What follows belongs to an exercise in optimizing a design on an open flow for small area, a short achievable clock period and few clock cycles; a production flow would make more cautious choices.
Only simulation tests tie the RTL to the original design; equivalence was not proved.

==> harbor: inputs <==
## layernorm_norm
module layernorm_norm (
    input  wire         aclk,
    input  wire         arstn,
    input  wire [159:0] S_AXIS_TDATA,
    input  wire         S_AXIS_TVALID,
    output wire         S_AXIS_TREADY,
    output wire [127:0] M_AXIS_TDATA,
    output wire         M_AXIS_TVALID,
    input  wire         M_AXIS_TREADY
);
make LEC_CHECK=0 CAP_MARGIN=20 CORE_MARGIN=2 CORE_UTILIZATION=40 SETUP_SLACK_MARGIN=5 SLEW_MARGIN=20 finish   # period 11.0 ns
run.sh (not shown) runs the stock make flow with config.mk's settings and CLKGATE_MAP_FILE= SYNTH_SCRIPT=/design/flow/synth_recipe.tcl, a recipe that flattens the netlist after the stock synthesis.
==> nickel: changes against harbor <==
- SETUP_SLACK_MARGIN: 5 -> default
==> notes <==
- Of nickel and harbor, harbor has the higher hold slack (gap 0.0064 ns).
- Final area: nickel is lower than harbor (4.1%).
- In synthesized cell count, harbor and nickel do not differ.
- First-iteration DRC count: nickel is larger than harbor (1.0%).
- In nickel the register-to-register slack is worse than in harbor, by 0.35 ns.
- Between nickel and harbor, the lower setup slack is in nickel (gap 0.35 ns).
- In harbor the sequential share of layout area is lower than in nickel, by 0.68 points.
==> figures <==
Outcome: harbor finished clean; nickel finished clean
DR vias/cell: harbor 6.10; nickel 6.06
First-pass detailed-route iteration total: harbor 6; nickel 9
Hold_ws: harbor 0.417 ns; nickel 0.411 ns
Clock buf/inv share: harbor 0.0237; nickel 0.0260
Share of the cycle needed by the critical path after routing: harbor 0.945; nickel 0.977
Final critical-path setup slack: harbor 0.603 ns; nickel 0.258 ns
Setup slack, reg-to-reg: harbor 0.60 ns; nickel 0.26 ns
Max incr delay on CP: harbor 0.61 ns; nickel 0.53 ns
Filler Cell Count: harbor 21900; nickel 22200
Buf/Inv on CP: harbor 4; nickel 5
Final routed wirelength across all metal layers: harbor 356 mm; nickel 346 mm
Worst clock skew on the final layout: harbor 0.0448 ns; nickel 0.0627 ns
Global-route wire length before repair: harbor 537 mm; nickel 526 mm
Cell count of the worst reg-to-reg path: harbor 51; nickel 44
Testbench counts of harbor, summed over its fixed seeds: cycles 4,128.
Testbench counts of nickel, summed over its fixed seeds: cycles 4,128.

==> inputs of job 7473 <==
layernorm_norm, a different RTL version from the one above (not shown whole).
==> flow/config.mk <==
export PLATFORM = sky130hd
export DESIGN_NAME = layernorm_norm
export DESIGN_NICKNAME = layernorm_norm
export VERILOG_FILES = /design/flow/design.v
export SDC_FILE = /design/flow/constraint.sdc
export NUM_CORES = 4
export LEC_CHECK = 0
export ABC_AREA = 1
export CAP_MARGIN = 20
export CORE_MARGIN = 2
export CORE_UTILIZATION = 55
export SETUP_SLACK_MARGIN = 5
export SLEW_MARGIN = 20
==> flow/constraint.sdc <==
create_clock -name core_clock -period 11.0 [get_ports {aclk}]
set_input_delay 2.2000 -clock core_clock [delete_from_list [all_inputs] [get_ports {aclk}]]
set_output_delay 2.2000 -clock core_clock [all_outputs]
set_load 0.01 [all_outputs]
==> inputs of job 1285, as changes to job 7473 <==
--- a/flow/design.v
+++ b/flow/design.v
@@ -113,11 +113,11 @@
     wire       st_h = q[1];
     wire       st_l = q[0];
     wire [7:0] e1, e2;
     wire       c2, c3;
     ln_inc #(.W(8)) u_e1 (.a(e0), .ci(1'b1), .s(e1), .co(c2));
-    ln_inc #(.W(8)) u_e2 (.a(e1), .ci(1'b1), .s(e2), .co(c3));
+    ln_add #(.W(8)) u_e2 (.a(e0), .b(8'd2), .ci(1'b0), .s(e2), .co(c3));
     wire       rh = p[7] & (st_h | p[8]);
     wire       rl = p[6] & (st_l | p[7]);
     wire [6:0] mh, ml;
     wire       oh, ol;
     ln_inc #(.W(7)) u_ih (.a(p[14:8]), .ci(rh), .s(mh), .co(oh));
@@ -567,11 +567,11 @@
     wire       eff_sub = sa ^ sb;
     wire [7:0] dab, dba;
     wire       cab, cba, cm;
     wire [6:0] dm;
     ln_add #(.W(8)) u_dab (.a(ea), .b(~eb), .ci(1'b1), .s(dab), .co(cab));
-    ln_inc #(.W(8)) u_dba (.a(~dab), .ci(1'b1), .s(dba), .co(cba));           
+    ln_add #(.W(8)) u_dba (.a(eb), .b(~ea), .ci(1'b1), .s(dba), .co(cba));
     ln_add #(.W(7)) u_dm  (.a(ma), .b(~mb), .ci(1'b1), .s(dm),  .co(cm));
     wire       e_lt = !cab;
     wire       e_eq = (ea == eb);
     wire       m_lt = !cm;
     wire       swap = e_lt || (e_eq && m_lt);
@@ -629,14 +629,19 @@
     wire        st   = nrm[1] | nrm[0];
     wire        rnd  = g & (st | mant[0]);
     wire [6:0]  m_fin;
     wire        mco;
     ln_inc #(.W(7)) u_inc (.a(mant), .ci(rnd), .s(m_fin), .co(mco));
-    wire [4:0]  delta = s[11] ? {3'b000, mco, !mco} : ({4'b0000, mco} - {1'b0, lz});
-    wire [9:0]  e_fin;
-    wire        q0;
-    ln_add #(.W(10)) u_ef (.a({2'b00, ex}), .b({{5{delta[4]}}, delta}), .ci(1'b0), .s(e_fin), .co(q0));
+    wire [9:0]  ex_p1, ex_p2, ex_m_lz;
+    wire        q0, q1, q2;
+    ln_inc #(.W(10)) u_ep1 (.a({2'b00, ex}), .ci(1'b1), .s(ex_p1), .co(q0));
+    ln_add #(.W(10)) u_ep2 (.a({2'b00, ex}), .b(10'd2), .ci(1'b0), .s(ex_p2), .co(q1));
+    ln_add #(.W(10)) u_eml (.a({2'b00, ex}), .b(~{6'd0, lz}), .ci(1'b1), .s(ex_m_lz), .co(q2));
+    wire [9:0]  ex_m_lz_p1;
+    wire        q4;
+    ln_inc #(.W(10)) u_emp (.a(ex_m_lz), .ci(1'b1), .s(ex_m_lz_p1), .co(q4));
+    wire [9:0]  e_fin = s[11] ? (mco ? ex_p2 : ex_p1) : (mco ? ex_m_lz_p1 : ex_m_lz);
     always @(*) begin
         if (spec == 2'd1)
             y = 16'h7fc0;
         else if (spec == 2'd2)
             y = {spec_s, 8'hff, 7'd0};
CORE_UTILIZATION = 40   (was 55)
==> inputs of job 2823, as changes to job 7473 <==
--- a/flow/design.v
+++ b/flow/design.v
@@ -113,11 +113,11 @@
     wire       st_h = q[1];
     wire       st_l = q[0];
     wire [7:0] e1, e2;
     wire       c2, c3;
     ln_inc #(.W(8)) u_e1 (.a(e0), .ci(1'b1), .s(e1), .co(c2));
-    ln_inc #(.W(8)) u_e2 (.a(e1), .ci(1'b1), .s(e2), .co(c3));
+    ln_add #(.W(8)) u_e2 (.a(e0), .b(8'd2), .ci(1'b0), .s(e2), .co(c3));
     wire       rh = p[7] & (st_h | p[8]);
     wire       rl = p[6] & (st_l | p[7]);
     wire [6:0] mh, ml;
     wire       oh, ol;
     ln_inc #(.W(7)) u_ih (.a(p[14:8]), .ci(rh), .s(mh), .co(oh));
@@ -567,11 +567,11 @@
     wire       eff_sub = sa ^ sb;
     wire [7:0] dab, dba;
     wire       cab, cba, cm;
     wire [6:0] dm;
     ln_add #(.W(8)) u_dab (.a(ea), .b(~eb), .ci(1'b1), .s(dab), .co(cab));
-    ln_inc #(.W(8)) u_dba (.a(~dab), .ci(1'b1), .s(dba), .co(cba));           
+    ln_add #(.W(8)) u_dba (.a(eb), .b(~ea), .ci(1'b1), .s(dba), .co(cba));
     ln_add #(.W(7)) u_dm  (.a(ma), .b(~mb), .ci(1'b1), .s(dm),  .co(cm));
     wire       e_lt = !cab;
     wire       e_eq = (ea == eb);
     wire       m_lt = !cm;
     wire       swap = e_lt || (e_eq && m_lt);
@@ -629,14 +629,19 @@
     wire        st   = nrm[1] | nrm[0];
     wire        rnd  = g & (st | mant[0]);
     wire [6:0]  m_fin;
     wire        mco;
     ln_inc #(.W(7)) u_inc (.a(mant), .ci(rnd), .s(m_fin), .co(mco));
-    wire [4:0]  delta = s[11] ? {3'b000, mco, !mco} : ({4'b0000, mco} - {1'b0, lz});
-    wire [9:0]  e_fin;
-    wire        q0;
-    ln_add #(.W(10)) u_ef (.a({2'b00, ex}), .b({{5{delta[4]}}, delta}), .ci(1'b0), .s(e_fin), .co(q0));
+    wire [9:0]  ex_p1, ex_p2, ex_m_lz;
+    wire        q0, q1, q2;
+    ln_inc #(.W(10)) u_ep1 (.a({2'b00, ex}), .ci(1'b1), .s(ex_p1), .co(q0));
+    ln_add #(.W(10)) u_ep2 (.a({2'b00, ex}), .b(10'd2), .ci(1'b0), .s(ex_p2), .co(q1));
+    ln_add #(.W(10)) u_eml (.a({2'b00, ex}), .b(~{6'd0, lz}), .ci(1'b1), .s(ex_m_lz), .co(q2));
+    wire [9:0]  ex_m_lz_p1;
+    wire        q4;
+    ln_inc #(.W(10)) u_emp (.a(ex_m_lz), .ci(1'b1), .s(ex_m_lz_p1), .co(q4));
+    wire [9:0]  e_fin = s[11] ? (mco ? ex_p2 : ex_p1) : (mco ? ex_m_lz_p1 : ex_m_lz);
     always @(*) begin
         if (spec == 2'd1)
             y = 16'h7fc0;
         else if (spec == 2'd2)
             y = {spec_s, 8'hff, 7'd0};
ABC_AREA = unset   (was 1)
CORE_UTILIZATION = 40   (was 55)
==> flow_summary.toml <==
[run_status]
status = "timing/DRC/antenna clean"

[hold_path]
hp-start = "zm5[109]"

[final_layout]
multi_input_area_sq_um = 63000

[yosys]
syn-cell-area_sq_um = 102000

[clock_tree]
postCtsSetupBuffers = 132

[global_route]
met1_usage = 0.335
vias_in_the_first_global_route = 78200
(the above is from job 2823)
==> flow_summary.toml <==
[clock_tree]
postCtsSetupBuffers = 53
cts_tree = "built"

[timing]
clock-skew-final_ns = 0.0504
setup_total_negative_slack_ns = 0

[run_status]
status = "timing/DRC/antenna clean"

[final_layout]
multi_input_area_sq_um = 58600
layout.filler_cells = 25400

[global_route]
vias_in_the_first_global_route = 78500
globalRoute.busiestLayer = "met2"

[job]
drv_cap = 0
(the above is from job 1285)
==> flow_summary.toml <==
[global_route]
met1_usage = 0.417

[run_status]
status = "timing/DRC/antenna clean"

[timing]
maxClockFrequency_mhz = 168

[drt]
drc = 0

[yosys]
syn-cell-area_sq_um = 97700

[clock_tree]
postCtsSetupBuffers = 92
(the above is from job 7473)
Testbench counts of job 7473, summed over its fixed seeds: cycles 4,152.
Testbench counts of job 1285, summed over its fixed seeds: cycles 4,152.
Testbench counts of job 2823, summed over its fixed seeds: cycles 4,152.

what the ideal ports hide:
Ports are ideal in the flow. The routed layouts listed here were re-timed in OpenROAD.
Step 1, drivers: a clkbuf_16 drives aclk and a buf_2 each remaining input, both assumed.
Step 2, shift: input delay + t, output delay - t, t = (earliest + latest rising clock arrival at the registers) / 2. This alone moves slack from input paths to output paths.
Three values: ideal ports, drivers, drivers and shift; two values: the first two.
| run | t (ns) | slack for setup (ns) | worst data-port slew with drivers (ns) |
|---|---|---|---|
| harbor | 0.847 | 0.603 / 0.603 / 0.603 | 0.08 |
| nickel | 0.850 | 0.258 / 0.258 / 0.258 | 0.14 |
| job 7473 | 0.870 | 5.052 / 5.029 / 4.637 | 0.09 |
| job 1285 | 0.933 | 5.125 / 5.103 / 4.715 | 0.06 |
| job 2823 | 0.911 | 4.952 / 4.952 / 4.737 | 0.11 |
After both steps setup and hold are still met in every run listed. The setup slack of job 7473, which loses most, moves by -0.023 ns with the drivers and by -0.415 ns with both steps.
